Background: an optimization exercise with open tools, aiming at small area, a short achievable clock period and few clock cycles per item. Do not read the settings as production practice.
At most, simulation tests tie the RTL to the original design; equivalence was not proved.
For runs 1 to 4, only the layout was checked, not whether the RTL still works.
Power and IR drop assume default switching activity.

==> design.v <==
`timescale 1ns/100ps
module cache_controller (
    input clock,
    input reset,
    input read,
    input write,
    input [7:0] address,
    input [7:0] writedata,
    input mem_BUSY,
    input [31:0] mem_readdata,
    output reg [7:0] readdata,
    output reg mem_read, mem_write,
    output reg BUSY,
    output reg [5:0] mem_address,
    output reg [31:0] mem_writedata
);
    reg        cache_VALID [7:0];
    reg        cache_DIRTY [7:0];
    reg [2:0]  cache_TAG   [7:0];
    reg [31:0] cache_DATA  [7:0];
    integer i;
    wire [2:0] idx = address[4:2];
    wire       req = read | write;
    wire [7:0] line_oh = 8'd1 << idx;
    wire [3:0] byte_oh = 4'd1 << address[1:0];
    wire [8*37-1:0] lines;
    genvar g;
    generate
        for (g = 0; g < 8; g = g + 1) begin : g_line
            assign lines[37*g +: 37] = {cache_VALID[g], cache_DIRTY[g], cache_TAG[g], cache_DATA[g]};
        end
    endgenerate
    wire        VALID, DIRTY;
    wire [2:0]  TAG;
    wire [31:0] DATA;
    cache_sel #(.N(8), .W(37)) u_line (.sel(line_oh), .in(lines), .out({VALID, DIRTY, TAG, DATA}));
    wire        HIT   = VALID && (TAG == address[7:5]);
    reg st_rd, st_wb, done;
    wire idle = !(st_rd | st_wb | done);
    reg  [2:0] lidx;
    reg  [1:0] bsel;
    reg        wbyte;
    wire [7:0] cache_byte, mem_byte;
    cache_sel #(.N(4), .W(8)) u_cbyte (.sel(byte_oh), .in(DATA), .out(cache_byte));
    cache_sel #(.N(4), .W(8)) u_mbyte (.sel(byte_oh), .in(mem_readdata), .out(mem_byte));
    wire miss_clean = idle && req && !HIT && !DIRTY;
    wire miss_dirty = idle && req && !HIT && DIRTY;
    wire rd_next = miss_clean | (st_wb & !mem_BUSY) | (st_rd & mem_BUSY);
    wire wb_next = miss_dirty | (st_wb & mem_BUSY);
    always @(posedge clock or posedge reset) begin
        if (reset) begin
            st_rd <= 1'b0;
            st_wb <= 1'b0;
            done  <= 1'b0;
        end else begin
            st_rd <= rd_next;
            st_wb <= wb_next;
            done  <= (idle & req & HIT) | (st_rd & !mem_BUSY);
        end
    end
    always @(posedge clock) begin
        mem_read  <= !reset & rd_next;
        mem_write <= !reset & wb_next;
    end
    always @(posedge clock) begin
        BUSY <= st_rd ? mem_BUSY : !(idle & HIT);
        readdata <= st_rd ? mem_byte : cache_byte;
        mem_writedata <= DATA;
        lidx <= idx;
        bsel <= address[1:0];
        wbyte <= write & ((idle & req & HIT) | (st_rd & !mem_BUSY));
        mem_address[2:0] <= idx;
        mem_address[5:3] <= ((idle & DIRTY) | (st_wb & mem_BUSY)) ? TAG : address[7:5];
    end
    always @(posedge clock) begin
        if (reset) begin
            for (i = 0; i < 8; i = i + 1) begin
                cache_VALID[i] <= 1'b0;
                cache_DIRTY[i] <= 1'b0;
            end
        end else if (st_rd) begin
            cache_VALID[lidx] <= 1'b1;
            cache_DIRTY[lidx] <= 1'b0;
            cache_TAG[lidx]   <= address[7:5];
        end else if (wbyte) begin
            cache_DIRTY[lidx] <= 1'b1;
        end
    end
    always @(posedge clock) begin
        if (st_rd) begin
            cache_DATA[lidx] <= mem_readdata;
        end else if (wbyte) begin
            case (bsel)
                2'd0: cache_DATA[lidx][7:0]   <= writedata;
                2'd1: cache_DATA[lidx][15:8]  <= writedata;
                2'd2: cache_DATA[lidx][23:16] <= writedata;
                default: cache_DATA[lidx][31:24] <= writedata;
            endcase
        end
    end
endmodule
module cache_sel #(parameter N = 8, parameter W = 32) (
    input  [N-1:0]   sel,
    input  [N*W-1:0] in,
    output reg [W-1:0] out
);
    integer k;
    always @(*) begin
        out = {W{1'b0}};
        for (k = 0; k < N; k = k + 1)
            out = out | ({W{sel[k]}} & in[W*k +: W]);
    end
endmodule
==> flow/run.sh <==
#!/bin/bash
# Standard layout, with the ports buffered by the smallest plain buffer instead of
# the delay cell buffer_ports picks by default.
cp standard.sh standard_sh_copy.log
export BUFFER_PORTS_ARGS="-buffer_cell sky130_fd_sc_hd__buf_1"
bash standard.sh > standard.log 2>&1
==> standard.sh <==
#!/bin/bash
# synth_recipe.tcl (not shown) runs the flow's synth.tcl, then flattens the netlist and writes it again
# the make line also repeats each setting of config.mk as NAME=value (left out here)
make -C /OpenROAD-flow-scripts/flow DESIGN_CONFIG=/design/flow/config.mk WORK_HOME=/design/flow/orfs CLKGATE_MAP_FILE= SYNTH_SCRIPT=/design/flow/synth_recipe.tcl "${@:-finish}"
==> config.mk <==
export PLATFORM = sky130hd
export DESIGN_NAME = cache_controller
export DESIGN_NICKNAME = cache_controller
export VERILOG_FILES = /design/flow/design.v
export SDC_FILE = /design/flow/constraint.sdc
export NUM_CORES = 4
export LEC_CHECK = 0
export CAP_MARGIN = 40
export CORE_MARGIN = 2
export CORE_UTILIZATION = 60
export CTS_BUF_LIST = sky130_fd_sc_hd__clkbuf_8
export CTS_CLUSTER_DIAMETER = 50
export CTS_CLUSTER_SIZE = 15
export PLACE_DENSITY = 0.75
export SETUP_SLACK_MARGIN = 3.65
export SLEW_MARGIN = 60
export SYNTH_HIERARCHICAL = 1
export SYNTH_MINIMUM_KEEP_SIZE = 0
==> constraint.sdc <==
create_clock -name core_clock -period 6.0 [get_ports {clock}]
set_input_delay 1.2000 -clock core_clock [delete_from_list [all_inputs] [get_ports {clock}]]
set_output_delay 1.2000 -clock core_clock [all_outputs]
set_load 0.01 [all_outputs]
==> summary.txt, run 1 <==
Post-Place Worst Slack: 2.52 ns
Hold crit path type: reg -> reg
RSZ-0062 raised after global routing: true
Root Driver: clkbuf_8
Status: finished clean
Cells after DPL: 1148
Met3 Usage GRT: 8.39%
Grt peak-use layer: met2
Clk sink count: 351
Register area share after synthesis: 74.6%
Data arrival, critical path: 2.90 ns
Largest net degree at the start of global routing: 38
Antenna violations before repair: 0
Worst R2R Path Depth: 3
Hold path depth: 1
Avg WL per Cell: 27.1 µm
Global Route met1 Usage: 37.4%
CTS tree: built
Diodes inserted: 0
Clock Skews: 0.0146 ns
Mean Syn Cell Area: 16.6 µm²
Vias in the first global route: 7811
Mapped Cells: 802
Setup TNS: 0 ns
Mapped Area: 0.0133 mm²
Ys flop type: edfxtp_1
Int Power: 0.00372 W
Placer congestion estimate: 0.862
Worst vdd ir: 239 µV
Yosys top cell area share: 65.0%
Crit start category: primary input
Rel. slew slack: 61.5%
Levels on crit path: 9
Non-filler instance count after layout: 1252
Largest stage delay, worst path: 0.29 ns
Crit-path max FO: 9
Distinct cells, synth: 41
Vias post-DR: 8181
CTS Buf Count: 30
Final core occ: 71.4%
Routed Antenna Nets: 0
Net switching fraction of the power: 26.4%
Layout filler cell count: 1365
IO Pins: 102
Drt first pass iters: 5
Grt met2 use: 42.9%
Hold WS: 0.465 ns
Gr usage total: 27.6%
HPWL Detailed: 20.2 mm
Clock Power Share: 28.0%
Syn_nets: 855
Hold buffers post-CTS: 0
#FFs+latches synth: 351
CP endpoint kind: register
Maxcap violations: 0
Reg2Reg Setup Slack: 3.78 ns
Final WL: 33.9 mm
Max frequency: 413 MHz
Leakage Power: 5.06 nW
Initial Util: 61.0%
Crit path buf inv count: 3
Congestion Overflow GR: 0
Clk latency of the worst-skew pair: 0.60 ns
Period Utilization, post-route: 40.3%
Reg power frac: 58.3%
Residual DRC count: 0
Die width: 153 µm
Post-synth ARST share: 0.855%
Critical Path RT: 6.48 ns
# setup viols final: 0
Die height: 153 µm
Endpoints failing hold: 0
Worst-margin pin slew: 0.577 ns
Htree depth: 1
Clock transition at path regs: 0.09 ns
Main area contributors after synthesis: edfxtp_1, a22oi_1, dfxtp_1
Die area: 0.0234 mm²
Post-layout minimum cycle time: 2.42 ns
Crit-path slowest cell: a22oi_2
Drt initial violations: 874
Layout Nets: 1001
Core Rows: 54
Setup ws final: 3.58 ns
EDFF count, synth: 288
Layout cell share with drive strength beyond 1: 29.1%
Via-to-Cell Ratio: 6.53
Cell Chain, Critical Path: buf_8 > and3b_4 > buf_16 > buf_16 > a22oi_2 > nand4_1 > a22oi_2 > nand2_1 > mux2_4
I/O Buffers: 101
Layout Area Growth over Synthesis: 17.1%
Clock tree buffer depth: 3
Max-slew violation count: 0
Synth area leader: edfxtp_1
Crit path max-delay family: simple AND/OR/NAND/NOR gates
Net Switching: 0.00133 W
CP Class: in -> reg
Pwr/cell area: 324 mW/mm²
Synthesis Warnings: 9
First-pass GRT wire length: 47.7 mm
CORE AREA: 0.0218 mm²
Gate power share: 13.7%
[area by class of cell]
| cell class | count | area, µm² | share of cell area (%) |
|---|---|---|---|
| sequential | 351 | 9940 | 63.8 |
| multi-input combinational | 395 | 3370 | 21.7 |
| timing repair buffer | 165 | 1260 | 8.06 |
| clock buffer | 35 | 482 | 3.09 |
| tap | 280 | 350 | 2.25 |
| clock inverter | 21 | 156 | 1.00 |
| inverter | 5 | 18.8 | 0.120 |
[logic make-up after synthesis]
| group | after synthesis | share of synthesized area (%) |
|---|---|---|
| xor gates and xnor gates | 3 | 0.198 |
| muxes | 44 | 3.72 |
| DFF | 351 | 74.6 |
| and+or+nand+nor | 138 | 5.48 |
| AOI/OAI and AO/OA | 210 | 12.1 |
| buffers and inverters | 56 | 3.93 |
[power by group through the flow]
| stage | registers (W) | logic [W] | clock network, W |
|---|---|---|---|
| after floorplan | 0.00296 | 0.000346 | 0 |
| after global placement | 0.00297 | 0.000527 | 0 |
| after detailed placement | 0.00298 | 0.000586 | 0 |
| after CTS | 0.00293 | 0.000631 | 0.00142 |
| after global routing | 0.00295 | 0.000731 | 0.00151 |
| final | 0.00294 | 0.000691 | 0.00142 |
[synthesized netlist by cell type (2+ instances only)]
master	instances
inv_1	5
a21o_1	7
xnor2_1	3
mux2_2	43
nand2b_1	2
a22oi_1	168
o21ai_0	10
dfrtp_1	3
dfxtp_1	60
a31oi_1	4
edfxtp_1	288
nor2b_1	3
buf_2	4
and3b_1	2
nand3b_1	3
clkbuf_1	6
a22oi_2	12
nor2_1	51
nand2_1	22
or3b_1	2
o31ai_1	2
buf_6	41
nand4_1	38
and4_1	3
nor3b_1	3
nand3_1	2
[state kept, by name, summed over array words and instances (netlist names), 2 cells and up]
signal         cells
cache_DATA       256
readdata           8
cache_DIRTY        8
cache_TAG         24
cache_VALID        8
bsel               2
mem_address        5
mem_writedata     32
[per-layer routing]
metal	share of wire (%)	vias to the layer above	routed length (µm)
met5	0	-	0
met4	3.5	0	1170
met3	11	85	3620
met2	47	491	16100
met1	38	4082	13000
li1	-	3523	-
[worst paths after layout]
check	to	from
max in group asynchronous	st_rd	reset
min in group asynchronous	st_wb	reset
max reg2reg	cache_DATA[2][12]	st_rd
min reg2reg	cache_VALID[6]	cache_VALID[6]
max	readdata[0]	address[2]
min	cache_VALID[6]	cache_VALID[6]
[repair_timing]
action	CTS	global route
gates cloned	3	5
setup buffers	23	16
gates resized for setup	56	45
setup endpoints to repair	21	24
pin swaps	25	42
[cells in the final DEF (no fill, tap or decap), types with 5 or more instances in the layout]
| cell | synthesis | layout |
|---|---|---|
| nor2_1 | 51 | 18 |
| a22oi_1 | 168 | 118 |
| buf_16 | 0 | 6 |
| nand2_1 | 22 | 21 |
| buf_4 | 0 | 36 |
| mux2_2 | 43 | 40 |
| nand4_1 | 38 | 38 |
| edfxtp_1 | 288 | 288 |
| buf_1 | 0 | 90 |
| dfxtp_1 | 60 | 55 |
| clkbuf_2 | 0 | 5 |
| buf_12 | 0 | 10 |
| inv_1 | 5 | 16 |
| clkbuf_8 | 0 | 35 |
| o21ai_0 | 10 | 8 |
| a21o_1 | 7 | 7 |
| nor2_2 | 0 | 23 |
| nor2_4 | 0 | 10 |
| clkbuf_16 | 0 | 5 |
| a22oi_2 | 12 | 62 |
[per-stage QoR]
stage                     power (W)  cell area (µm²)
final                       0.00505            15600
after global routing        0.00519            15600
after detailed placement    0.00357            14000
after global placement      0.00350            13700
after CTS                   0.00498            15100
after floorplan             0.00331            13400
[worst register-to-register path: stages (launching register included)]
cell and delay [ns]:
dfrtp_4 0.64, inv_1 0.27, and4_1 0.56, mux2_2 0.48
==> run 2: changes to the inputs <==
--- a/design.v
+++ b/design.v
@@ -41,7 +41,7 @@
     reg  [1:0] bsel;
     reg        wbyte;
-    wire [7:0] cache_byte, mem_byte;
-    cache_sel #(.N(4), .W(8)) u_cbyte (.sel(byte_oh), .in(DATA), .out(cache_byte));
-    cache_sel #(.N(4), .W(8)) u_mbyte (.sel(byte_oh), .in(mem_readdata), .out(mem_byte));
+    wire [7:0] rbyte;
+    cache_sel #(.N(8), .W(8)) u_rbyte (.sel({byte_oh & {4{st_rd}}, byte_oh & {4{!st_rd}}}),
+                                       .in({mem_readdata, DATA}), .out(rbyte));
     wire miss_clean = idle && req && !HIT && !DIRTY;
     wire miss_dirty = idle && req && !HIT && DIRTY;
@@ -65,5 +65,5 @@
     always @(posedge clock) begin
         BUSY <= st_rd ? mem_BUSY : !(idle & HIT);
-        readdata <= st_rd ? mem_byte : cache_byte;
+        readdata <= rbyte;
         mem_writedata <= DATA;
         lidx <= idx;
--- a/config.mk
+++ b/config.mk
@@ -6,5 +6,5 @@
 export NUM_CORES = 4
 export LEC_CHECK = 0
-export CAP_MARGIN = 40
+export CAP_MARGIN = 20
 export CORE_MARGIN = 2
 export CORE_UTILIZATION = 60
@@ -14,5 +14,5 @@
 export PLACE_DENSITY = 0.75
 export SETUP_SLACK_MARGIN = 3.65
-export SLEW_MARGIN = 60
+export SLEW_MARGIN = 20
 export SYNTH_HIERARCHICAL = 1
 export SYNTH_MINIMUM_KEEP_SIZE = 0
==> run 2 against run 1 <==
Effect of this change: sequential power about the same; sequential share of layout area up 3.2 points; synthesized cell count down 1.2%; clock power about the same; critical path type unchanged; power down 1.6%; combinational power down 6.4%; first-iteration DRC count up 22%; cell area down 4.8%; clock skew up 0.012 ns.
==> summary.txt, run 2 <==
Congestion Overflow GR: 0
#FFs+latches synth: 351
Max FFs per register: 256
RSZ-0062 raised after global routing: true
Clock tree buffer depth: 3
Clk latency of the worst-skew pair: 0.60 ns
Vias in the first global route: 8037
Mapped Cells: 792
Rel. slew slack: 26.7%
Register area: 0.00994 mm²
EDFF count, synth: 288
Area of the multi-input gates: 0.00301 mm²
I/O Buffers: 101
Non-filler instance count after layout: 1225
Largest net degree at the start of global routing: 24
Max-slew violation count: 0
Maxcap violations: 0
CTS tree: built
Ys flop type: edfxtp_1
Clock Skews: 0.0268 ns
Worst-margin pin slew: 1.10 ns
FF-to-FF End: cache_DATA[1][22]
Synthesis Warnings: 9
Syn_nets: 845
CP Class: in -> reg
Worst vdd ir: 246 µV
Final core occ: 68.4%
Layout Area Growth over Synthesis: 12.6%
Status: finished clean
Layout filler cell count: 1396
Crit-path max FO: 18
Final instance area: 0.0148 mm²
Via-to-Cell Ratio: 6.74
Core Rows: 54
Hold buffers post-CTS: 0
Mapped Area: 0.0132 mm²
Initial Util: 60.7%
CP startpoint: address[4]
Register area share after synthesis: 75.4%
Yosys top cell area share: 65.7%
Layout Nets: 974
DP Area: 0.0135 mm²
Pwr/cell area: 335 mW/mm²
Reg2Reg Setup Slack: 3.73 ns
Hold path depth: 1
Final WL: 35.4 mm
Max frequency: 408 MHz
Most frequent cells in the layout: edfxtp_1, a22oi_1, buf_1
Period Utilization, post-route: 40.9%
Post-Place Worst Slack: 2.30 ns
Setup TNS: 0 ns
Vias post-DR: 8256
Clk sink count: 351
Count leader, synth: edfxtp_1
Largest regs: cache_DATA: 256 flops, mem_writedata: 32 flops, cache_TAG: 24 flops
Post-synth ARST share: 0.855%
HPWL Detailed: 19.8 mm
Die width: 152 µm
# setup viols final: 0
Residual DRC count: 0
Endpoints failing hold: 0
Synth area leader: edfxtp_1
Leakage Power: 4.80 nW
Setup ws final: 3.55 ns
Cells after DPL: 1127
Hold crit path type: reg -> reg
Clock transition at path regs: 0.10 ns
Commonest non-fill, non-tap cell in the layout: edfxtp_1
Gr usage total: 29.8%
CP endpoint kind: register
Crit start category: primary input
Data arrival, critical path: 2.90 ns
Most flops, register: cache_DATA
Post-synth top cells: edfxtp_1, a22oi_1, dfxtp_1
IO Pins: 102
Distinct cells, synth: 41
CTS Buf Count: 30
Placer congestion estimate: 0.884
Htree depth: 1
Critical Path RT: 6.44 ns
Drt initial violations: 1070
Antenna violations before repair: 0
Die height: 152 µm
Worst setup path end: readdata[5]
Mean Syn Cell Area: 16.6 µm²
Reg2reg start: mem_address[2]
CORE AREA: 0.0217 mm²
Avg WL per Cell: 28.9 µm
Main area contributors after synthesis: edfxtp_1, a22oi_1, dfxtp_1
Post-layout minimum cycle time: 2.45 ns
Drt first pass iters: 6
Layout cell share with drive strength beyond 1: 19.0%
Routed Antenna Nets: 0
Die area: 0.0232 mm²
Root Driver: clkbuf_8
First-pass GRT wire length: 50.8 mm
Diodes inserted: 0
Worst R2R Path Depth: 4
run 2: cell types whose count changed after synthesis, moves of 2 or more:
cell | before | now
nand2_1 | 22 | 9
a22oi_1 | 168 | 177
a22oi_2 | 12 | 3
mux2_2 | 43 | 35
nand4_1 | 38 | 46
nor2_1 | 51 | 54
nor3b_1 | 3 | 6
buf_6 | 41 | 39
nor2b_1 | 3 | 1
nor3_1 | 1 | 3
run 2: cell type report:
class                      instances  share of cell area [%]
multi-input combinational        390                    20.3
tap                              280                    2.36
sequential                       351                    67.0
clock inverter                    23                    1.11
clock buffer                      33                    3.06
timing repair buffer             143                    6.04
inverter                           5                   0.152
run 2: cells by family after synthesis:
kind of cell              count (synthesis)  synth area share, %
AOI/OAI and AO/OA                       210                 11.8
xor gates and xnor gates                  3                0.200
DFF                                     351                 75.4
and+or+nand+nor                         137                 5.67
buffers and inverters                    55                 3.86
muxes                                    36                 3.07
run 2: where the power goes:
| group | internal, W | switching [W] |
|---|---|---|
| logic | 0.000193 | 0.000454 |
| clock network | 0.000606 | 0.000786 |
| registers | 0.00284 | 0.0000861 |
run 2: critical path: stages:
cell,delay (ns)
buf_6,0.15
nor3b_4,0.17
buf_4,0.16
bufbuf_16,0.31
a22oi_1,0.23
nand4_1,0.21
a22oi_1,0.28
nand4_1,0.17
run 2: per-layer routing:
layer | GRT usage (%) | share of wire [%] | vias up
li1 | - | - | 3482
met4 | 13.0 | 4.7 | 0
met5 | 0 | 0 | -
met1 | 39.1 | 36 | 4073
met3 | 7.51 | 12 | 109
met2 | 47.8 | 48 | 592
run 2: through the flow:
step | hold WS (ns) | total power [W]
3_3_place_gp | 0.437 | 0.00351
6_report | 0.468 | 0.00497
3_5_place_dp | 0.445 | 0.00352
2_1_floorplan | 0.431 | 0.00332
5_1_grt | 0.480 | 0.00510
4_1_cts | 0.466 | 0.00491
run 2: how the worst min path moves through the flow:
stage | startpoint | endpoint | slack, ns
2_1_floorplan | cache_VALID[3] | cache_VALID[3] | 0.43
3_3_place_gp | cache_VALID[7] | cache_VALID[7] | 0.44
3_5_place_dp | cache_VALID[4] | cache_VALID[4] | 0.44
4_1_cts | cache_VALID[7] | cache_VALID[7] | 0.47
5_1_grt | cache_VALID[7] | cache_VALID[7] | 0.48
6_report | cache_VALID[5] | cache_VALID[5] | 0.47
run 2: timing repair:
item | CTS | global route
cloned | 8 | 0
endpoints found under the setup margin | 53 | 193
setup buffers | 17 | 17
gates resized for setup | 46 | 23
pin swaps | 10 | 11
==> run 3: changes to the inputs <==
--- a/config.mk
+++ b/config.mk
@@ -6,5 +6,5 @@
 export NUM_CORES = 4
 export LEC_CHECK = 0
-export CAP_MARGIN = 20
+export CAP_MARGIN = 40
 export CORE_MARGIN = 2
 export CORE_UTILIZATION = 60
@@ -14,5 +14,5 @@
 export PLACE_DENSITY = 0.75
 export SETUP_SLACK_MARGIN = 3.65
-export SLEW_MARGIN = 20
+export SLEW_MARGIN = 60
 export SYNTH_HIERARCHICAL = 1
 export SYNTH_MINIMUM_KEEP_SIZE = 0
==> run 3 against run 2 <==
Effect of this change: still clean on timing, DRC and antenna; register-to-register slack improved by 0.03 ns; clock power about the same; sequential power about the same; first-iteration DRC count decreased by 10%; die area unchanged; non-clock buffer count increased by 8; power increased by 1.2%; critical path type unchanged.
==> summary.txt, run 3 <==
Status: finished clean
Max frequency: 419 MHz
Count leader, synth: edfxtp_1
Ys flop type: edfxtp_1
Clk sink count: 351
Clk latency of the worst-skew pair: 0.59 ns
Worst-margin pin slew: 0.638 ns
Distinct cells, synth: 41
Residual DRC count: 0
Pwr/cell area: 332 mW/mm²
Period Utilization, post-route: 39.8%
Hold crit path type: reg -> reg
HPWL Detailed: 21.0 mm
IO Pins: 102
Antenna violations before repair: 0
CP Class: in -> reg
Largest net degree at the start of global routing: 24
Final WL: 34.9 mm
Drt first pass iters: 6
Vias post-DR: 8313
CTS Buf Count: 30
Placer congestion estimate: 0.884
Die width: 152 µm
Mapped Area: 0.0132 mm²
Crit-path max FO: 13
RSZ-0062 raised after global routing: true
DP Area: 0.0138 mm²
Rel. slew slack: 57.4%
Crit-path slowest cell: a22oi_2
Die height: 152 µm
Via-to-Cell Ratio: 6.75
Mapped Cells: 792
Routed Antenna Nets: 0
#FFs+latches synth: 351
Layout filler cell count: 1347
Root Driver: clkbuf_8
Gr usage total: 29.2%
Post-layout minimum cycle time: 2.39 ns
Congestion Overflow GR: 0
Yosys top cell area share: 65.7%
Hold buffers post-CTS: 0
Layout Nets: 979
Main area contributors after synthesis: edfxtp_1, a22oi_1, dfxtp_1
Syn_nets: 845
Mean Syn Cell Area: 16.6 µm²
Post-synth ARST share: 0.855%
Clock tree buffer depth: 3
Die area: 0.0232 mm²
Vias in the first global route: 8069
Final instance area: 0.0151 mm²
Drt initial violations: 961
Largest regs: cache_DATA: 256 flops, mem_writedata: 32 flops, cache_TAG: 24 flops
Commonest non-fill, non-tap cell in the layout: edfxtp_1
Cells after DPL: 1139
I/O Buffers: 101
Layout cell share with drive strength beyond 1: 24.6%
First-pass GRT wire length: 50.1 mm
Data arrival, critical path: 2.84 ns
Final core occ: 69.8%
Post-synth top cells: edfxtp_1, a22oi_1, dfxtp_1
Crit start category: primary input
Initial Util: 60.7%
Synth area leader: edfxtp_1
Leakage Power: 4.85 nW
Avg WL per Cell: 28.4 µm
Cell Chain, Critical Path: buf_12 > nand2_2 > nor2_4 > buf_6 > buf_8 > buf_8 > a22oi_2 > nand4_1 > a22oi_2 > nand4_1
Synthesis Warnings: 9
Setup ws final: 3.61 ns
Most frequent cells in the layout: edfxtp_1, a22oi_1, buf_1
Htree depth: 1
Most flops, register: cache_DATA
Largest stage delay, worst path: 0.32 ns
Clock transition at path regs: 0.09 ns
Max-slew violation count: 0
Endpoints failing hold: 0
Post-Place Worst Slack: 2.52 ns
Register area: 0.00994 mm²
Maxcap violations: 0
Critical Path RT: 6.46 ns
Layout Area Growth over Synthesis: 15.0%
CP endpoint kind: register
Core Rows: 54
Area of the multi-input gates: 0.00319 mm²
Register area share after synthesis: 75.4%
Max FFs per register: 256
Worst vdd ir: 229 µV
Setup TNS: 0 ns
CORE AREA: 0.0217 mm²
EDFF count, synth: 288
Clock Skews: 0.0242 ns
Non-filler instance count after layout: 1231
CTS tree: built
# setup viols final: 0
[run 3: cell counts after synthesis]
Identical to the previous run, type by type.
[run 3: per-layer routing]
layer | track usage, % | share of wire, % | wire, µm | vias to the layer above
li1 | - | - | - | 3494
met1 | 39.5 | 37 | 13000 | 4141
met2 | 46.3 | 48 | 16600 | 569
met3 | 6.17 | 11 | 3700 | 109
met4 | 13.3 | 4.5 | 1580 | 0
met5 | 0 | 0 | 0 | -
[run 3: worst max-delay path, delay by kind of cell]
family | cells | cell delay, ns
AND/OR/NAND/NOR | 4 | 0.53
buffers and inverters | 4 | 0.61
AO/OA/AOI/OAI | 2 | 0.50
[run 3: logic make-up (layout without fill, tap and decap cells)]
kind of cell	Yosys count	in the layout	synth area share (%)
flip-flops	351	351	75.4
AO/OA/AOI/OAI	210	210	11.8
multiplexers	36	36	3.07
XOR/XNOR	3	3	0.200
buffers and inverters	55	212	3.86
AND/OR/NAND/NOR	137	138	5.67
other	0	1	0
[run 3: area by class of cell]
class	count	area share [%]
Inverter	5	0.124
Tap cell	280	2.31
Clock inverter	21	0.851
Sequential cell	351	65.6
Clock buffer	35	3.18
Antenna cell	1	0.0165
Multi-Input combinational cell	387	21.1
Timing Repair Buffer	151	6.78
[run 3: per-stage QoR]
step                total power [W]  hold slack (ns)
floorplan                   0.00332            0.431
global placement            0.00351            0.437
detailed placement          0.00359            0.445
CTS                         0.00494            0.466
global route                0.00515            0.480
finish                      0.00503            0.470
[run 3: power breakdown]
part / switching, W / internal, W
clock network: 0.000793 / 0.000589
logic: 0.000489 / 0.000222
registers: 0.0000941 / 0.00284
total: 0.00138 / 0.00365
[run 3: timing repair]
action	4_1_cts	5_1_grt
pin swaps	18	20
setup buffers	15	13
endpoints found under the setup margin	21	46
resized for setup	38	30
cloned	5	1
[run 3: worst paths after layout]
kind | from | to | slack (ns) | cells past startpoint
max | address[4] | readdata[4] | 3.61 | 10
min | cache_VALID[5] | cache_VALID[5] | 0.47 | 1
max reg2reg | st_rd | cache_DATA[4][18] | 3.76 | 3
min reg2reg | cache_VALID[5] | cache_VALID[5] | 0.47 | 1
max in group asynchronous | reset | st_rd | 5.07 | 2
min in group asynchronous | reset | done | 0.64 | 2
==> run 4: changes to the inputs <==
==> flow/run.sh (replaced) <==
#!/bin/bash
# Standard layout, with the ports buffered by a small plain buffer instead of
# the delay cell buffer_ports picks by default.
cp standard.sh standard_sh_copy.log
export BUFFER_PORTS_ARGS="-buffer_cell sky130_fd_sc_hd__buf_2"
bash standard.sh > standard.log 2>&1
--- a/config.mk
+++ b/config.mk
@@ -6,5 +6,5 @@
 export NUM_CORES = 4
 export LEC_CHECK = 0
-export CAP_MARGIN = 40
+export CAP_MARGIN = 20
 export CORE_MARGIN = 2
 export CORE_UTILIZATION = 60
@@ -14,5 +14,5 @@
 export PLACE_DENSITY = 0.75
 export SETUP_SLACK_MARGIN = 3.65
-export SLEW_MARGIN = 60
+export SLEW_MARGIN = 20
 export SYNTH_HIERARCHICAL = 1
 export SYNTH_MINIMUM_KEEP_SIZE = 0
==> run 4 against run 3 <==
Effect of this change: utilization shrank 1.2 points; worst setup slack gained 0.030 ns; first-iteration DRC count grew 30%; synthesized cell count is the same; clock skew grew 0.0052 ns; hold slack lost 0.0025 ns; critical endpoint is now mem_read; highest routed layer unchanged.
==> summary.txt, run 4 <==
Clock tree buffer depth: 3
Antenna violations before repair: 0
Diodes inserted: 0
Layout Nets: 964
Endpoints failing hold: 0
Setup TNS: 0 ns
Commonest non-fill, non-tap cell in the layout: edfxtp_1
Routed Antenna Nets: 0
Ys flop type: edfxtp_1
HPWL Detailed: 21.2 mm
Critical Path RT: 6.51 ns
Net switching fraction of the power: 26.7%
Leakage Power: 5.05 nW
EDFF count, synth: 288
Residual DRC count: 0
Post-synth ARST share: 0.855%
Largest net degree at the start of global routing: 38
Largest regs: cache_DATA: 256 flops, mem_writedata: 32 flops, cache_TAG: 24 flops
IO Pins: 102
Worst vdd ir: 231 µV
#FFs+latches synth: 351
Placer congestion estimate: 0.903
Worst-margin pin slew: 1.06 ns
Mean Syn Cell Area: 16.6 µm²
Synthesis Warnings: 9
Clk sink count: 351
Cells after DPL: 1132
Maxcap violations: 0
Period Utilization, post-route: 39.3%
CTS tree: built
CP endpoint kind: register
Clk latency of the worst-skew pair: 0.61 ns
Max FFs per register: 256
Max frequency: 424 MHz
Drt first pass iters: 6
Int Power: 0.00362 W
Main area contributors after synthesis: edfxtp_1, a22oi_1, dfxtp_1
Hold WS: 0.467 ns
Post-layout minimum cycle time: 2.36 ns
Initial Util: 60.7%
Congestion Overflow GR: 0
Rel. slew slack: 29.2%
Distinct cells, synth: 41
Htree depth: 1
Layout filler cell count: 1401
Net Switching: 0.00131 W
Core Rows: 54
Reg power frac: 59.6%
Hold crit path type: reg -> reg
Layout cell share with drive strength beyond 1: 28.4%
Yosys top cell area share: 65.7%
Clock transition at path regs: 0.10 ns
Via-to-Cell Ratio: 6.85
Status: finished clean
Final WL: 35.3 mm
Most frequent cells in the layout: edfxtp_1, a22oi_1, buf_2
Max-slew violation count: 0
First-pass GRT wire length: 49.6 mm
Vias post-DR: 8317
Die area: 0.0232 mm²
Crit start category: primary input
Non-filler instance count after layout: 1214
Mapped Cells: 792
CTS Buf Count: 29
CORE AREA: 0.0217 mm²
Syn_nets: 845
CP Class: in -> reg
Drt initial violations: 1254
Crit-path max FO: 19
Vias in the first global route: 7984
Grt met2 use: 47.8%
Met3 Usage GRT: 4.66%
Mapped Area: 0.0132 mm²
Die width: 152 µm
Avg WL per Cell: 29.1 µm
Global Route met1 Usage: 38.1%
I/O Buffers: 101
Grt peak-use layer: met2
Count leader, synth: edfxtp_1
Synth area leader: edfxtp_1
Pwr Total: 0.00493 W
Register area: 0.00994 mm²
Root Driver: clkbuf_8
Pwr/cell area: 331 mW/mm²
RSZ-0062 raised after global routing: true
Gr usage total: 28.5%
Area of the multi-input gates: 0.00297 mm²
Layout Area Growth over Synthesis: 13.0%
Clock Skews: 0.0294 ns
Register area share after synthesis: 75.4%
Gate power share: 13.3%
Data arrival, critical path: 2.87 ns
Clock Power Share: 27.1%
# setup viols final: 0
Die height: 152 µm
Post-synth top cells: edfxtp_1, a22oi_1, dfxtp_1
Most flops, register: cache_DATA
[run 4: cell counts after synthesis]
No cell type changed its count.
[run 4: final timing paths]
kind / from / endpoint / slack [ns] / cells past startpoint
hold reg to reg: cache_VALID[5] / cache_VALID[5] / 0.47 / 1
setup reg to reg: mem_address[2] / cache_DATA[3][17] / 3.72 / 3
setup / recovery: address[3] / mem_read / 3.64 / 8
min in group asynchronous: reset / done / 0.72 / 2
hold / removal: cache_VALID[5] / cache_VALID[5] / 0.47 / 1
max in group asynchronous: reset / st_rd / 4.83 / 2
[run 4: cell families after synthesis]
logic type	share of synthesized area, %
buf+inv	3.86
mux	3.07
compound gates	11.8
xor+xnor	0.200
flops	75.4
simple gates	5.67
[run 4: layout make-up]
| class | count | share of cell area [%] |
|---|---|---|
| Clock buffer | 30 | 2.77 |
| Clock inverter | 24 | 1.13 |
| Inverter | 5 | 0.151 |
| Multi-Input combinational cell | 386 | 19.9 |
| Sequential cell | 351 | 66.8 |
| Tap cell | 280 | 2.35 |
| Timing Repair Buffer | 138 | 6.87 |
[run 4: power groups by stage]
stage / sequential (W) / clock (W) / combinational (W)
2_1_floorplan: 0.00297 / 0 / 0.000349
3_3_place_gp: 0.00298 / 0 / 0.000553
3_5_place_dp: 0.00299 / 0 / 0.000575
4_1_cts: 0.00293 / 0.00133 / 0.000607
5_1_grt: 0.00295 / 0.00141 / 0.000692
6_report: 0.00294 / 0.00134 / 0.000657
[run 4: metrics by stage]
step                      cell area [µm²]  util, %  setup slack [ns]
after global placement              13700     63.0              2.70
after floorplan                     13200        -              3.35
final                               14900     68.6              3.64
after global routing                14900     68.6              3.57
after CTS                           14600     67.1              3.61
after detailed placement            13700     63.0              2.44
[run 4: timing repair]
| item | CTS | global route |
|---|---|---|
| gates cloned | 2 | 5 |
| hold buffers | 0 | 0 |
| setup endpoints to repair | 47 | 190 |
| gates resized for setup | 49 | 27 |
| pin swaps | 7 | 16 |
| setup buffers | 8 | 13 |
[run 4: worst max-delay path, cell delays in order]
cell	delay, ns
buf_6	0.13
nor3b_4	0.17
clkbuf_16	0.20
a22oi_2	0.19
nand4_1	0.20
xnor2_2	0.20
and4_4	0.21
o41ai_4	0.35
[run 4: routing by layer]
layer | up-vias | share of wire (%)
li1 | 3452 | -
met1 | 4113 | 35
met2 | 641 | 49
met3 | 111 | 12
met4 | 0 | 4.4
met5 | - | 0
==> run 5: changes to the inputs <==
--- a/design.v
+++ b/design.v
@@ -22,11 +22,14 @@
     wire [2:0] idx = address[4:2];
     wire       req = read | write;
-    wire [7:0] line_oh = 8'd1 << idx;
     wire [3:0] byte_oh = 4'd1 << address[1:0];
-    wire [8*37-1:0] lines;
-    genvar g;
+    wire [8*5-1:0] ctl_lines;
+    wire [8*8-1:0] data_lines [0:3];
+    genvar g, h;
     generate
         for (g = 0; g < 8; g = g + 1) begin : g_line
-            assign lines[37*g +: 37] = {cache_VALID[g], cache_DIRTY[g], cache_TAG[g], cache_DATA[g]};
+            assign ctl_lines[5*g +: 5] = {cache_VALID[g], cache_DIRTY[g], cache_TAG[g]};
+            for (h = 0; h < 4; h = h + 1) begin : g_lane
+                assign data_lines[h][8*g +: 8] = cache_DATA[g][8*h +: 8];
+            end
         end
     endgenerate
@@ -34,5 +37,10 @@
     wire [2:0]  TAG;
     wire [31:0] DATA;
-    cache_sel #(.N(8), .W(37)) u_line (.sel(line_oh), .in(lines), .out({VALID, DIRTY, TAG, DATA}));
+    cache_lsel #(.W(5)) u_ctl (.idx(idx), .in(ctl_lines), .out({VALID, DIRTY, TAG}));
+    generate
+        for (h = 0; h < 4; h = h + 1) begin : g_lsel
+            cache_lsel #(.W(8)) u_lane (.idx(idx), .in(data_lines[h]), .out(DATA[8*h +: 8]));
+        end
+    endgenerate
     wire        HIT   = VALID && (TAG == address[7:5]);
     reg st_rd, st_wb, done;
@@ -112,2 +120,10 @@
     end
 endmodule
+module cache_lsel #(parameter W = 8) (
+    input  [2:0]     idx,
+    input  [8*W-1:0] in,
+    output [W-1:0]   out
+);
+    wire [7:0] oh = 8'd1 << idx;
+    cache_sel #(.N(8), .W(W)) u_sel (.sel(oh), .in(in), .out(out));
+endmodule
==> run 5 against run 4 <==
Effect of this change: largest cell class unchanged; worst setup slack improved by 0.016 ns; highest routed layer is now met5; cell count grew 0.41%; utilization shrank 0.58 points; clock-buffer cell count grew 4; sequential share of layout area fell by 0.067 points; combinational power decreased by 4.7%; sequential cell count unchanged; register-to-register slack hardly changed.
==> summary.txt, run 5 <==
Crit-path max FO: 1
Levels on crit path: 1
Congestion Overflow GR: 0
Count leader, synth: edfxtp_1
I/O Buffers: 101
EDFF count, synth: 288
Net Switching: 0.00131 W
CP endpoint kind: output port
IO Pins: 102
Crit start category: register
Status: finished clean
Register area: 0.00994 mm²
Crit-path slowest cell: dfxtp_1
Residual DRC count: 0
Reg power frac: 59.1%
Max-slew violation count: 0
Gr usage total: 26.5%
Placer congestion estimate: 0.934
Most frequent cells in the layout: edfxtp_1, a22oi_1, buf_2
Register area share after synthesis: 74.0%
Antenna violations before repair: 2
Setup TNS: 0 ns
Crit path max-delay family: flip-flops
Die height: 154 µm
Layout filler cell count: 1524
Clock tree buffer depth: 3
Endpoints failing hold: 0
Net switching fraction of the power: 26.4%
HPWL Detailed: 22.7 mm
Int Power: 0.00366 W
Mean Syn Cell Area: 16.4 µm²
Post-synth ARST share: 0.855%
Max frequency: 427 MHz
Main area contributors after synthesis: edfxtp_1, a22oi_1, dfxtp_1
Maxcap violations: 0
Critical Path RT: 4.80 ns
Routed Antenna Nets: 0
Die width: 154 µm
Distinct cells, synth: 44
Hold path depth: 1
Post-synth top cells: edfxtp_1, a22oi_1, dfxtp_1
Rel. slew slack: 28.9%
Htree depth: 1
Leakage Power: 5.00 nW
Clock Skews: 0.0182 ns
Mapped Area: 0.0134 mm²
Pwr/cell area: 334 mW/mm²
Period Utilization, post-route: 39.0%
Ys flop type: edfxtp_1
Syn_nets: 873
Mapped Cells: 820
Pwr Total: 0.00498 W
Post-layout minimum cycle time: 2.34 ns
Layout cell share with drive strength beyond 1: 28.5%
Largest stage delay, worst path: 0.40 ns
Most flops, register: cache_DATA
CP Class: reg -> out
Layout Area Growth over Synthesis: 11.0%
Worst R2R Path Depth: 3
Area of the multi-input gates: 0.00323 mm²
Via-to-Cell Ratio: 6.65
Core Rows: 54
Max FFs per register: 256
Initial Util: 61.3%
Drt initial violations: 821
Data arrival, critical path: 1.14 ns
Gate power share: 12.6%
Vias post-DR: 8110
# setup viols final: 0
Synthesis Warnings: 9
Vias in the first global route: 7929
Layout Nets: 968
Avg WL per Cell: 26.5 µm
CORE AREA: 0.0219 mm²
Synth area leader: edfxtp_1
Diodes inserted: 0
Largest regs: cache_DATA: 256 flops, mem_writedata: 32 flops, cache_TAG: 24 flops
Clock transition at path regs: 0.09 ns
Largest net degree at the start of global routing: 42
Yosys top cell area share: 64.4%
Clock Power Share: 28.3%
First-pass GRT wire length: 47.2 mm
Worst-margin pin slew: 1.06 ns
Cells after DPL: 1153
Worst vdd ir: 250 µV
Die area: 0.0236 mm²
#FFs+latches synth: 351
Root Driver: clkbuf_8
Non-filler instance count after layout: 1219
Hold crit path type: reg -> reg
Clk latency of the worst-skew pair: 0.60 ns
Final WL: 32.3 mm
Commonest non-fill, non-tap cell in the layout: edfxtp_1
Crit path buf inv count: 1
CTS Buf Count: 31
CTS tree: built
Cell Chain, Critical Path: buf_2
RSZ-0062 raised after global routing: true
Clk sink count: 351
Drt first pass iters: 5
[run 5: logic make-up after synthesis]
kind of cell / synth area share [%]
xor gates and xnor gates: 0.196
and+or+nand+nor: 7.57
DFF: 74.0
AOI/OAI and AO/OA: 12.1
muxes: 3.01
buffers and inverters: 3.20
[run 5: layout make-up]
cell class | instances | area share, %
clock inverters | 23 | 1.18
multi-input cells | 414 | 21.7
well taps | 280 | 2.35
inverters | 5 | 0.151
repair buffers | 112 | 4.74
clock buffers | 34 | 3.14
flip-flops and latches | 351 | 66.7
[run 5: worst paths after layout]
path                                start  slack, ns           endpoint
setup / recovery              readdata[4]       3.66        readdata[4]
hold / removal             cache_VALID[7]       0.46     cache_VALID[7]
setup reg to reg           mem_address[1]       3.72  cache_DATA[7][18]
hold reg to reg            cache_VALID[7]       0.46     cache_VALID[7]
max in group asynchronous           reset       5.13              st_rd
min in group asynchronous           reset       0.62              st_wb
[run 5: power groups by stage]
stage | combinational [W] | sequential (W) | clock [W]
global route | 0.000666 | 0.00295 | 0.00150
floorplan | 0.000339 | 0.00298 | 0
detailed placement | 0.000584 | 0.00299 | 0
global placement | 0.000569 | 0.00299 | 0
CTS | 0.000600 | 0.00293 | 0.00142
finish | 0.000626 | 0.00294 | 0.00141
[run 5: per-stage QoR]
step / hold slack, ns / cell area [µm²] / setup slack, ns / util (%)
2_1_floorplan: 0.431 / 13400 / 3.53 / -
3_3_place_gp: 0.437 / 13900 / 2.48 / 63.5
3_5_place_dp: 0.447 / 13900 / 2.34 / 63.5
4_1_cts: 0.466 / 14700 / 3.64 / 67.3
5_1_grt: 0.485 / 14900 / 3.63 / 68.0
6_report: 0.463 / 14900 / 3.66 / 68.0
[run 5: timing repair]
item	CTS	global route
setup buffers	3	4
setup endpoints to repair	56	37
resized for setup	35	24
hold buffers	0	0
pin swaps	2	3
gates cloned	1	1
[run 5: metal layers]
metal	global-route usage, %	vias up	routed length [µm]
met4	12.5	4	1490
met5	0	-	30
met2	43.1	459	15700
met3	4.76	91	2940
li1	-	3529	-
met1	35.2	4027	12200
Testbench counts of run 5, summed over its fixed seeds: cycles 16,144, requests 4,800.
==> run 6: changes to the inputs <==
--- a/config.mk
+++ b/config.mk
@@ -11,5 +11,5 @@
 export CTS_BUF_LIST = sky130_fd_sc_hd__clkbuf_8
 export CTS_CLUSTER_DIAMETER = 50
-export CTS_CLUSTER_SIZE = 15
+export CTS_CLUSTER_SIZE = 20
 export PLACE_DENSITY = 0.75
 export SETUP_SLACK_MARGIN = 3.65
==> run 6 against run 5 <==
Effect of this change: still clean on timing, DRC and antenna; clock skew down 0.0014 ns; synthesized cell count unchanged; synthesized area is the same; die area unchanged; sequential cell count stayed put; sequential share of layout area decreased by 0.26 points; worst setup slack improved by 0.0025 ns; utilization is 0.27 points higher; critical endpoint unchanged; largest power group unchanged.
==> summary.txt, run 6 <==
Status: finished clean
#FFs+latches synth: 351
CP Class: reg -> out
Congestion Overflow GR: 0
Die height: 154 µm
Layout Nets: 967
Max FFs per register: 256
Mean Syn Cell Area: 16.4 µm²
Die area: 0.0236 mm²
Htree depth: 1
I/O Buffers: 101
Mapped Area: 0.0134 mm²
Root Driver: clkbuf_8
EDFF count, synth: 288
Setup TNS: 0 ns
Post-layout minimum cycle time: 2.34 ns
Period Utilization, post-route: 39.0%
Register area: 0.00994 mm²
Residual DRC count: 0
Mapped Cells: 820
Syn_nets: 873
Crit start category: register
Synth area leader: edfxtp_1
Maxcap violations: 0
Max frequency: 427 MHz
Avg WL per Cell: 26.5 µm
Commonest non-fill, non-tap cell in the layout: edfxtp_1
Layout Area Growth over Synthesis: 11.4%
CP endpoint kind: output port
First-pass GRT wire length: 47.2 mm
Clock tree buffer depth: 3
Setup ws final: 3.66 ns
Rel. slew slack: 28.1%
Layout filler cell count: 1505
Routed Antenna Nets: 0
Gr usage total: 26.5%
Die width: 154 µm
Final WL: 32.3 mm
Register area share after synthesis: 74.0%
Clock transition at path regs: 0.10 ns
Synthesis Warnings: 9
Largest regs: cache_DATA: 256 flops, mem_writedata: 32 flops, cache_TAG: 24 flops
Leakage Power: 5.00 nW
Placer congestion estimate: 0.934
Cell Chain, Critical Path: buf_2
Drt initial violations: 800
Clock Skews: 0.0169 ns
Most frequent cells in the layout: edfxtp_1, a22oi_1, buf_2
Crit-path slowest cell: dfxtp_1
Critical Path RT: 4.80 ns
Distinct cells, synth: 44
Vias post-DR: 8109
Post-synth ARST share: 0.855%
CORE AREA: 0.0219 mm²
Core Rows: 54
Crit path max-delay family: flip-flops
Clk sink count: 351
Final core occ: 68.3%
IO Pins: 102
Largest stage delay, worst path: 0.40 ns
Antenna violations before repair: 2
RSZ-0062 raised after global routing: true
Drt first pass iters: 5
Data arrival, critical path: 1.14 ns
Count leader, synth: edfxtp_1
Hold crit path type: reg -> reg
Post-synth top cells: edfxtp_1, a22oi_1, dfxtp_1
CTS tree: built
Hold WS: 0.466 ns
Max-slew violation count: 0
Layout cell share with drive strength beyond 1: 29.0%
Endpoints failing hold: 0
# setup viols final: 0
Area of the multi-input gates: 0.00323 mm²
Main area contributors after synthesis: edfxtp_1, a22oi_1, dfxtp_1
Ys flop type: edfxtp_1
Initial Util: 61.3%
Diodes inserted: 0
HPWL Detailed: 22.7 mm
Crit-path max FO: 1
Hold buffers post-CTS: 0
Worst R2R Path Depth: 2
Levels on crit path: 1
Clk latency of the worst-skew pair: 0.60 ns
Post-Place Worst Slack: 2.34 ns
Crit path buf inv count: 1
Largest net degree at the start of global routing: 42
Vias in the first global route: 7919
CTS Buf Count: 30
Via-to-Cell Ratio: 6.66
Most flops, register: cache_DATA
Pwr/cell area: 338 mW/mm²
Worst vdd ir: 273 µV
Hold path depth: 1
Yosys top cell area share: 64.4%
Worst-margin pin slew: 1.07 ns
run 6: cell types whose count changed in the layout (fill, tap and decap cells not counted), sizes merged:
cell      before  now
clkbuf        35   33
clkinvlp       5    4
inv           12   14
run 6: layer usage:
metal / GRT usage [%] / wire length, µm / vias up
li1: - / - / 3531
met1: 35.3 / 12400 / 4066
met2: 43.3 / 15500 / 420
met3: 4.57 / 2740 / 88
met4: 11.9 / 1600 / 4
met5: 0 / 30 / -
run 6: logic make-up (layout without fill, tap and decap cells):
logic type,count (synthesis),after routing,synth area share [%]
xor+xnor,3,3,0.196
mux,36,36,3.01
simple gates,165,165,7.57
flops,351,351,74.0
compound gates,210,210,12.1
buf+inv,55,173,3.20
run 6: power breakdown:
group	switching (W)	internal (W)	leakage (nW)	total, W
Sequential	0.0000954	0.00284	3.16	0.00294
Combinational	0.000425	0.000200	1.49	0.000625
Clock	0.000858	0.000634	0.346	0.00149
Total	0.00138	0.00368	5.00	0.00506
run 6: worst paths after layout:
kind                                start           endpoint  slack, ns
max                           readdata[4]        readdata[4]       3.66
min reg2reg                cache_VALID[7]     cache_VALID[7]       0.47
max reg2reg                         st_rd  cache_DATA[7][18]       3.73
min                        cache_VALID[7]     cache_VALID[7]       0.47
min in group asynchronous           reset              st_wb       0.62
max in group asynchronous           reset              st_rd       5.13
run 6: timing repair:
item	in CTS	in global routing
resized for setup	36	22
cloned	1	1
endpoints found under the setup margin	55	37
pin swaps	2	3
buffers inserted	2	5
endpoints found under the hold margin	0	0
run 6: layout make-up:
cell class | count | area share (%)
multi-input combinational | 414 | 21.6
tap | 280 | 2.34
clock inverter | 24 | 1.74
clock buffer | 32 | 2.95
timing repair buffer | 112 | 4.74
inverter | 5 | 0.151
sequential | 351 | 66.5
run 6: through the flow:
step	instances	total power [W]	area (µm²)
final	1218	0.00506	15000
after floorplan	820	0.00331	13400
after global routing	1218	0.00521	15000
after detailed placement	1153	0.00357	13900
after global placement	1153	0.00356	13900
after CTS	1212	0.00503	14800
==> run 7: changes to the inputs <==
--- a/config.mk
+++ b/config.mk
@@ -11,7 +11,7 @@
 export CTS_BUF_LIST = sky130_fd_sc_hd__clkbuf_8
 export CTS_CLUSTER_DIAMETER = 50
-export CTS_CLUSTER_SIZE = 20
+export CTS_CLUSTER_SIZE = 15
 export PLACE_DENSITY = 0.75
-export SETUP_SLACK_MARGIN = 3.65
+export SETUP_SLACK_MARGIN = 3.7
 export SLEW_MARGIN = 20
 export SYNTH_HIERARCHICAL = 1
==> run 7 against run 6 <==
Effect of this change: still clean on timing, DRC and antenna; global-route usage increased by 0.085 points; via count up 1.2%; register-to-register slack barely moved; largest cell class unchanged; largest power group unchanged.
==> summary.txt, run 7 <==
Gr usage total: 26.6%
Most frequent cells in the layout: edfxtp_1, a22oi_1, buf_2
Clock transition at path regs: 0.09 ns
Mapped Cells: 820
Worst-margin pin slew: 1.11 ns
CP startpoint: address[0]
DR top layer: met5
Worst R2R Path Depth: 2
Commonest non-fill, non-tap cell in the layout: edfxtp_1
Clock tree buffer depth: 3
Antenna violations before repair: 2
Data arrival, critical path: 2.84 ns
Rel. slew slack: 25.3%
Via-to-Cell Ratio: 6.72
Worst setup path end: readdata[7]
CTS Buf Count: 31
CTS tree: built
Layout cell share with drive strength beyond 1: 31.3%
Post-synth ARST share: 0.855%
IO Pins: 102
Maxcap violations: 0
Root Driver: clkbuf_8
Placer congestion estimate: 0.934
Core Rows: 54
Most flops, register: cache_DATA
CORE AREA: 0.0219 mm²
Congestion Overflow GR: 0
Clk latency of the worst-skew pair: 0.61 ns
# setup viols final: 0
Hold buffers post-CTS: 0
Clk sink count: 351
Avg WL per Cell: 26.9 µm
Crit start category: primary input
Final WL: 32.9 mm
Yosys top cell area share: 64.4%
Routed Antenna Nets: 0
RSZ-0062 raised after global routing: true
HPWL Detailed: 22.7 mm
Endpoints failing hold: 0
Worst vdd ir: 253 µV
#FFs+latches synth: 351
Met3 WL post-DR: 2.98 mm
Mapped Area: 0.0134 mm²
Initial Util: 61.3%
HP Start: cache_VALID[7]
Layout Nets: 970
Ys flop type: edfxtp_1
Die height: 154 µm
Critical Path RT: 6.53 ns
Mean Syn Cell Area: 16.4 µm²
Residual DRC count: 0
Setup TNS: 0 ns
Layout Area Growth over Synthesis: 12.3%
Max FFs per register: 256
Reg2Reg Setup Slack: 3.74 ns
Vias post-DR: 8206
Synthesis Warnings: 9
Drt initial violations: 787
I/O Buffers: 101
Leakage Power: 5.04 nW
Register area share after synthesis: 74.0%
Max frequency: 433 MHz
CP Class: in -> reg
Syn_nets: 873
Hold crit path type: reg -> reg
Drt first pass iters: 6
Clock Skews: 0.0234 ns
Post-synth top cells: edfxtp_1, a22oi_1, dfxtp_1
Pwr/cell area: 334 mW/mm²
EDFF count, synth: 288
Largest regs: cache_DATA: 256 flops, mem_writedata: 32 flops, cache_TAG: 24 flops
Distinct cells, synth: 44
Main area contributors after synthesis: edfxtp_1, a22oi_1, dfxtp_1
Vias in the first global route: 7955
Post-layout minimum cycle time: 2.31 ns
Die width: 154 µm
Met1 Wirelength: 12.5 mm
Period Utilization, post-route: 38.5%
WL met2: 15.8 mm
Die area: 0.0236 mm²
Final core occ: 68.8%
Status: finished clean
Crit-path max FO: 9
Synth area leader: edfxtp_1
CP endpoint kind: register
Diodes inserted: 0
Reg2reg start: st_rd
Count leader, synth: edfxtp_1
FF-to-FF End: cache_DATA[0][18]
Max-slew violation count: 0
Htree depth: 1
Largest net degree at the start of global routing: 42
First-pass GRT wire length: 47.3 mm
run 7: cell counts after synthesis:
No cell type changed its count.
run 7: worst min path at each step:
stage / cells past startpoint / end
final: 1 / cache_VALID[7]
after detailed placement: 1 / cache_VALID[7]
after global placement: 1 / cache_VALID[4]
after floorplan: 1 / cache_VALID[1]
after CTS: 1 / cache_VALID[7]
after global routing: 1 / cache_VALID[2]
run 7: cell type report:
class                   count  area [µm²]
clock buffers              34         468
clock inverters            23         175
fillers                  1491        6830
inverters                   5        22.5
multi-input cells         414        3270
flip-flops and latches    351        9970
well taps                 280         350
repair buffers            114         810
run 7: per-layer routing:
| layer | track usage, % | vias up |
|---|---|---|
| li1 | - | 3527 |
| met1 | 35.1 | 4095 |
| met2 | 43.3 | 482 |
| met3 | 5.02 | 98 |
| met4 | 12.5 | 4 |
| met5 | 0 | - |
run 7: worst max-delay path, cell delays in order:
cell and delay [ns]:
buf_2 0.16, nor3_1 0.91, a22oi_1 0.37, nand4_1 0.19
run 7: cell families after synthesis:
group,share of synthesized area [%]
muxes,3.01
DFF,74.0
buffers and inverters,3.20
AOI/OAI and AO/OA,12.1
and+or+nand+nor,7.57
xor gates and xnor gates,0.196
run 7: report_power, final:
part           internal, W  leakage (nW)  switching [W]
Sequential         0.00285          3.17       0.000102
Clock             0.000621         0.351       0.000789
Combinational     0.000228          1.53       0.000436
Total              0.00370          5.04        0.00133
run 7: what timing repair did:
| action | CTS | global route |
|---|---|---|
| cloned | 1 | 3 |
| setup buffers | 4 | 3 |
| endpoints found under the setup margin | 69 | 113 |
| gates resized for setup | 58 | 39 |
| pin swaps | 2 | 9 |
run 7: stage by stage:
step	std cells	setup WS, ns	area (µm²)	hold slack (ns)	total power (W)
2_1_floorplan	820	3.53	13400	0.431	0.00331
3_3_place_gp	1153	2.48	13900	0.437	0.00356
3_5_place_dp	1153	2.34	13900	0.447	0.00357
4_1_cts	1215	3.63	14800	0.466	0.00497
5_1_grt	1221	3.64	15100	0.485	0.00517
6_report	1221	3.69	15100	0.465	0.00503
==> run 8: changes to the inputs <==
--- a/config.mk
+++ b/config.mk
@@ -13,5 +13,5 @@
 export CTS_CLUSTER_SIZE = 15
 export PLACE_DENSITY = 0.75
-export SETUP_SLACK_MARGIN = 3.7
+export SETUP_SLACK_MARGIN = 3.6
 export SLEW_MARGIN = 20
 export SYNTH_HIERARCHICAL = 1
==> run 8 against run 7 <==
Effect of this change: still clean; via count down 1.5%; synthesized area unchanged; critical path depth up 2; global-route usage up 0.35 points; worst setup slack worse by 0.16 ns; sequential power about the same; sequential share of layout area up 1.7 points; sequential cell count unchanged; synthesized cell count unchanged; first-iteration DRC count down 2.2%; combinational power down 8.0%; critical endpoint is now readdata[5]; highest routed layer unchanged.
==> summary.txt, run 8 <==
Reg power frac: 61.6%
Status: finished clean
Antenna violations before repair: 2
Layout filler cell count: 1544
Leakage Power: 4.93 nW
Ys flop type: edfxtp_1
Clock tree buffer depth: 3
Yosys top cell area share: 64.4%
Via-to-Cell Ratio: 6.66
Final WL: 32.0 mm
Met3 Usage GRT: 5.50%
Crit-path max FO: 41
Grt peak-use layer: met2
Setup ws final: 3.53 ns
Residual DRC count: 0
Main area contributors after synthesis: edfxtp_1, a22oi_1, dfxtp_1
Worst-margin pin slew: 1.00 ns
Pwr/cell area: 325 mW/mm²
Hold buffers post-CTS: 0
#FFs+latches synth: 351
Crit-path slowest cell: a22oi_1
IO Pins: 102
Clock Skews: 0.0216 ns
DP Area: 0.0139 mm²
Most flops, register: cache_DATA
CTS tree: built
Layout Area Growth over Synthesis: 9.13%
Rel. slew slack: 32.8%
RSZ-0062 raised after global routing: true
Congestion Overflow GR: 0
Clk latency of the worst-skew pair: 0.59 ns
Gate power share: 12.8%
Max-slew violation count: 0
Die width: 154 µm
Htree depth: 1
I/O Buffers: 101
Layout cell share with drive strength beyond 1: 25.6%
Int Power: 0.00349 W
Largest net degree at the start of global routing: 42
CORE AREA: 0.0219 mm²
Setup TNS: 0 ns
Initial Util: 61.3%
Global Route met1 Usage: 36.4%
Core Rows: 54
Grt met2 use: 43.6%
Clock transition at path regs: 0.10 ns
Largest regs: cache_DATA: 256 flops, mem_writedata: 32 flops, cache_TAG: 24 flops
Crit path buf inv count: 1
Synth area leader: edfxtp_1
Post-synth ARST share: 0.855%
Post-layout minimum cycle time: 2.47 ns
Die height: 154 µm
First-pass GRT wire length: 47.9 mm
Syn_nets: 873
Maxcap violations: 0
Drt initial violations: 770
Non-filler instance count after layout: 1213
Avg WL per Cell: 26.4 µm
Mapped Cells: 820
Clock Power Share: 25.6%
Period Utilization, post-route: 41.1%
HPWL Detailed: 22.4 mm
Largest stage delay, worst path: 0.50 ns
Cells after DPL: 1156
Register area share after synthesis: 74.0%
Count leader, synth: edfxtp_1
Commonest non-fill, non-tap cell in the layout: edfxtp_1
Cell Chain, Critical Path: buf_12 > and3b_2 > a22oi_1 > nand4_1 > a22oi_1 > nand4_1
Crit path max-delay family: simple AND/OR/NAND/NOR gates
Net switching fraction of the power: 26.7%
Distinct cells, synth: 44
Placer congestion estimate: 0.874
Gr usage total: 26.9%
Routed Antenna Nets: 0
Crit start category: primary input
Max frequency: 405 MHz
Die area: 0.0236 mm²
Post-Place Worst Slack: 2.33 ns
Final instance area: 0.0146 mm²
Clk sink count: 351
Hold crit path type: reg -> reg
CTS Buf Count: 29
Drt first pass iters: 5
Most frequent cells in the layout: edfxtp_1, a22oi_1, buf_2
Vias in the first global route: 8032
CP endpoint kind: register
Layout Nets: 963
Endpoints failing hold: 0
Worst vdd ir: 221 µV
Net Switching: 0.00127 W
CP Class: in -> reg
Mean Syn Cell Area: 16.4 µm²
Post-synth top cells: edfxtp_1, a22oi_1, dfxtp_1
Register area: 0.00994 mm²
Vias post-DR: 8080
# setup viols final: 0
Critical Path RT: 6.45 ns
EDFF count, synth: 288
Max FFs per register: 256
Mapped Area: 0.0134 mm²
Data arrival, critical path: 2.91 ns
Root Driver: clkbuf_8
Synthesis Warnings: 9
Area of the multi-input gates: 0.00319 mm²
run 8: area by class of cell:
cell class                 instances  share of cell area (%)
tap                              280                    2.39
multi-input combinational        414                    21.8
sequential                       351                    67.8
timing repair buffer             109                    4.34
clock inverter                    24                   0.752
antenna                            1                  0.0171
inverter                           5                   0.154
clock buffer                      29                    2.73
run 8: worst register-to-register path, stage by stage (launching register included):
cell     delay (ns)
dfrtp_1        0.75
a31oi_1        0.29
nor2_1         0.85
run 8: repair_timing:
item	CTS	global route
pin swaps	1	1
gates cloned	0	1
endpoints found under the setup margin	53	28
resized for setup	29	10
setup buffers	1	1
run 8: final timing paths:
kind	cells past startpoint	start	slack (ns)	to
hold reg to reg	1	cache_VALID[5]	0.47	cache_VALID[5]
setup reg to reg	2	st_rd	3.74	cache_DATA[7][6]
min in group asynchronous	2	reset	0.64	done
hold / removal	1	cache_VALID[5]	0.47	cache_VALID[5]
setup / recovery	6	address[3]	3.53	readdata[5]
max in group asynchronous	2	reset	5.12	st_rd
run 8: kinds of logic after synthesis:
kind of cell    synth area share (%)
compound gates                  12.1
xor+xnor                       0.196
flops                           74.0
buf+inv                         3.20
simple gates                    7.57
mux                             3.01
run 8: power groups by stage:
stage	registers (W)	clock network [W]	logic [W]
2_1_floorplan	0.00298	0	0.000339
3_3_place_gp	0.00298	0	0.000574
3_5_place_dp	0.00299	0	0.000586
4_1_cts	0.00293	0.00123	0.000597
5_1_grt	0.00295	0.00131	0.000652
6_report	0.00293	0.00122	0.000611
run 8: metrics by stage:
| stage | hold slack (ns) | power, W | util [%] |
|---|---|---|---|
| 3_5_place_dp | 0.447 | 0.00357 | 63.6 |
| 5_1_grt | 0.496 | 0.00491 | 66.9 |
| 3_3_place_gp | 0.439 | 0.00355 | 63.6 |
| 4_1_cts | 0.468 | 0.00475 | 66.5 |
| 2_1_floorplan | 0.431 | 0.00331 | - |
| 6_report | 0.466 | 0.00476 | 66.9 |
run 8: layer usage:
layer  vias up  share of wire, %
li1       3523                 -
met4         2               4.2
met3        82               9.2
met2       433                48
met1      4040                38
met5         -             0.041
==> run 9: changes to the inputs <==
--- a/config.mk
+++ b/config.mk
@@ -8,10 +8,10 @@
 export CAP_MARGIN = 20
 export CORE_MARGIN = 2
-export CORE_UTILIZATION = 60
+export CORE_UTILIZATION = 50
 export CTS_BUF_LIST = sky130_fd_sc_hd__clkbuf_8
 export CTS_CLUSTER_DIAMETER = 50
 export CTS_CLUSTER_SIZE = 15
-export PLACE_DENSITY = 0.75
-export SETUP_SLACK_MARGIN = 3.6
+export PLACE_DENSITY = 0.7
+export SETUP_SLACK_MARGIN = 3.65
 export SLEW_MARGIN = 20
 export SYNTH_HIERARCHICAL = 1
==> run 9 against run 8 <==
Effect of this change: wire length rose by 2.8%; first-iteration DRC count up 41%; clock skew grew 0.0016 ns; non-clock buffer count rose by 6; die area is 19% higher; clock-buffer cell count grew 7; critical path type unchanged; global-route usage shrank 4.3 points; cell area grew 1.6%; sequential share of layout area decreased by 1.0 points; power grew 2.5%; clock power grew 9.8%.
==> summary.txt, run 9 <==
Status: finished clean
HPWL Detailed: 23.0 mm
Reg2Reg Setup Slack: 3.71 ns
Clk sink count: 351
Most frequent cells in the layout: edfxtp_1, a22oi_1, buf_2
Diodes inserted: 0
Reg2reg start: st_rd
Max FFs per register: 256
IO Pins: 102
Rel. slew slack: 21.8%
Synthesis Warnings: 9
# setup viols final: 0
Gate power share: 12.7%
CORE AREA: 0.0262 mm²
Die width: 168 µm
Layout filler cell count: 1994
Vias in the first global route: 7615
Final WL: 32.9 mm
Via-to-Cell Ratio: 6.29
CTS Buf Count: 30
Period Utilization, post-route: 39.3%
Antenna violations before repair: 1
Drt initial violations: 1086
Gr usage total: 22.6%
FF-to-FF End: readdata[3]
Register area: 0.00994 mm²
Layout Nets: 970
Clock Skews: 0.0231 ns
Die height: 168 µm
Pwr/cell area: 328 mW/mm²
Maxcap violations: 0
Hold EP: cache_VALID[4]
Root Driver: clkbuf_8
Leakage Power: 5.00 nW
Post-synth ARST share: 0.855%
Initial Util: 51.2%
Synth area leader: edfxtp_1
Count leader, synth: edfxtp_1
Main area contributors after synthesis: edfxtp_1, a22oi_1, dfxtp_1
Crit-path max FO: 9
Reg power frac: 59.9%
Post-layout minimum cycle time: 2.36 ns
Hold path depth: 1
Vias post-DR: 8032
Layout cell share with drive strength beyond 1: 27.7%
I/O Buffers: 101
Hold crit path type: reg -> reg
Htree depth: 1
Crit start category: primary input
Clock Power Share: 27.4%
Clk latency of the worst-skew pair: 0.60 ns
Clock tree buffer depth: 3
Placer congestion estimate: 0.884
Setup TNS: 0 ns
Net switching fraction of the power: 26.4%
CTS tree: built
Max frequency: 424 MHz
CP endpoint kind: register
Core Rows: 59
HP Start: cache_VALID[4]
Syn_nets: 873
#FFs+latches synth: 351
Mapped Cells: 820
Largest net degree at the start of global routing: 42
Worst-margin pin slew: 1.17 ns
Cell Chain, Critical Path: buf_2 > nor3b_1 > a22oi_1 > nand4_1
Post-synth top cells: edfxtp_1, a22oi_1, dfxtp_1
Distinct cells, synth: 44
Endpoints failing hold: 0
Avg WL per Cell: 25.8 µm
CP Class: in -> reg
Mapped Area: 0.0134 mm²
Net Switching: 0.00129 W
Ys flop type: edfxtp_1
Largest stage delay, worst path: 0.96 ns
Residual DRC count: 0
Worst R2R Path Depth: 3
Routed Antenna Nets: 0
Crit-path slowest cell: nor3b_1
Critical Path RT: 6.54 ns
Hold buffers post-CTS: 0
Area of the multi-input gates: 0.00320 mm²
Data arrival, critical path: 2.90 ns
Worst vdd ir: 139 µV
RSZ-0062 raised after global routing: true
Register area share after synthesis: 74.0%
Most flops, register: cache_DATA
Clock transition at path regs: 0.10 ns
First-pass GRT wire length: 47.8 mm
Layout Area Growth over Synthesis: 10.9%
Yosys top cell area share: 64.4%
Pwr Total: 0.00488 W
Mean Syn Cell Area: 16.4 µm²
Die area: 0.0282 mm²
Commonest non-fill, non-tap cell in the layout: edfxtp_1
EDFF count, synth: 288
Congestion Overflow GR: 0
Largest regs: cache_DATA: 256 flops, mem_writedata: 32 flops, cache_TAG: 24 flops
Drt first pass iters: 5
Int Power: 0.00359 W
Max-slew violation count: 0
run 9: cell counts after synthesis:
No cell type changed its count.
run 9: how the worst max path moves through the flow:
stage / from / end / slack, ns / cells after the start
2_1_floorplan: address[3] / mem_address[3] / 3.53 / 5
3_3_place_gp: address[4] / readdata[0] / 2.35 / 6
3_5_place_dp: address[4] / readdata[3] / 2.35 / 6
4_1_cts: mem_address[1] / mem_address[1] / 3.65 / 1
5_1_grt: address[0] / readdata[3] / 3.61 / 4
6_report: address[0] / readdata[3] / 3.64 / 4
run 9: logic make-up after synthesis:
group | count (synthesis) | synth area share (%)
compound gates | 210 | 12.1
xor+xnor | 3 | 0.196
buf+inv | 55 | 3.20
flops | 351 | 74.0
mux | 36 | 3.01
simple gates | 165 | 7.57
run 9: critical path: cells and delay by family:
kind | cells | cell delay [ns]
AO/OA/AOI/OAI | 1 | 0.36
buffers and inverters | 1 | 0.17
AND/OR/NAND/NOR | 2 | 1.17
run 9: final cells by class:
cell class / instances / area share (%)
flip-flops and latches: 351 / 66.8
multi-input cells: 414 / 21.5
repair buffers: 115 / 4.68
clock buffers: 36 / 3.33
well taps: 335 / 2.82
clock inverters: 20 / 0.673
inverters: 5 / 0.151
run 9: power by group through the flow:
stage               logic (W)  clock network (W)  registers (W)
floorplan            0.000339                  0        0.00298
global placement     0.000579                  0        0.00298
detailed placement   0.000589                  0        0.00298
CTS                  0.000598            0.00135        0.00292
global route         0.000661            0.00144        0.00294
finish               0.000621            0.00134        0.00292
run 9: timing repair:
action	in CTS	in global routing
buffers inserted	0	8
setup endpoints to repair	64	61
pin swaps	0	5
cloned	0	1
hold endpoints to repair	0	0
resized for setup	37	13
run 9: routing by layer:
metal | track usage, % | up-vias | routed length [µm]
met5 | 0 | - | 0
met4 | 6.84 | 0 | 967
met3 | 4.00 | 66 | 2770
met2 | 36.7 | 400 | 15600
met1 | 31.5 | 4034 | 13500
li1 | - | 3532 | -
run 9: stage by stage:
step                instances  utilization [%]  setup slack (ns)  hold WS [ns]  cell area, µm²
CTS                      1267             56.2              3.65         0.467           14700
global placement         1211             53.4              2.35         0.440           14000
global route             1276             56.8              3.61         0.485           14900
floorplan                 820                -              3.53         0.431           13400
finish                   1276             56.8              3.64         0.462           14900
detailed placement       1211             53.4              2.35         0.445           14000

## port drivers added, routing unchanged
Ports are ideal in the flow. The routed layouts listed here were re-timed in OpenROAD. Step 1, drivers: a clkbuf_16 drives clock and a buf_2 each remaining input, both assumed. Step 2, shift: input delay + t, output delay - t, t = (earliest + latest rising clock arrival at the registers) / 2. This alone moves slack from input paths to output paths. Three values: ideal ports, drivers, drivers and shift; two values: the first two.
run	shift t [ns]	setup slack, ns
run 1	0.632	3.581 / 3.529 / 2.897
run 2	0.630	3.549 / 3.522 / 2.892
run 3	0.625	3.611 / 3.610 / 2.984
run 4	0.635	3.642 / 3.613 / 2.993
run 5	0.635	3.657 / 3.591 / 2.956
run 6	0.630	3.660 / 3.581 / 2.951
run 7	0.639	3.690 / 3.623 / 2.984
run 8	0.624	3.533 / 3.504 / 2.880
run 9	0.633	3.640 / 3.534 / 2.901
After both steps every run listed still meets setup and hold.
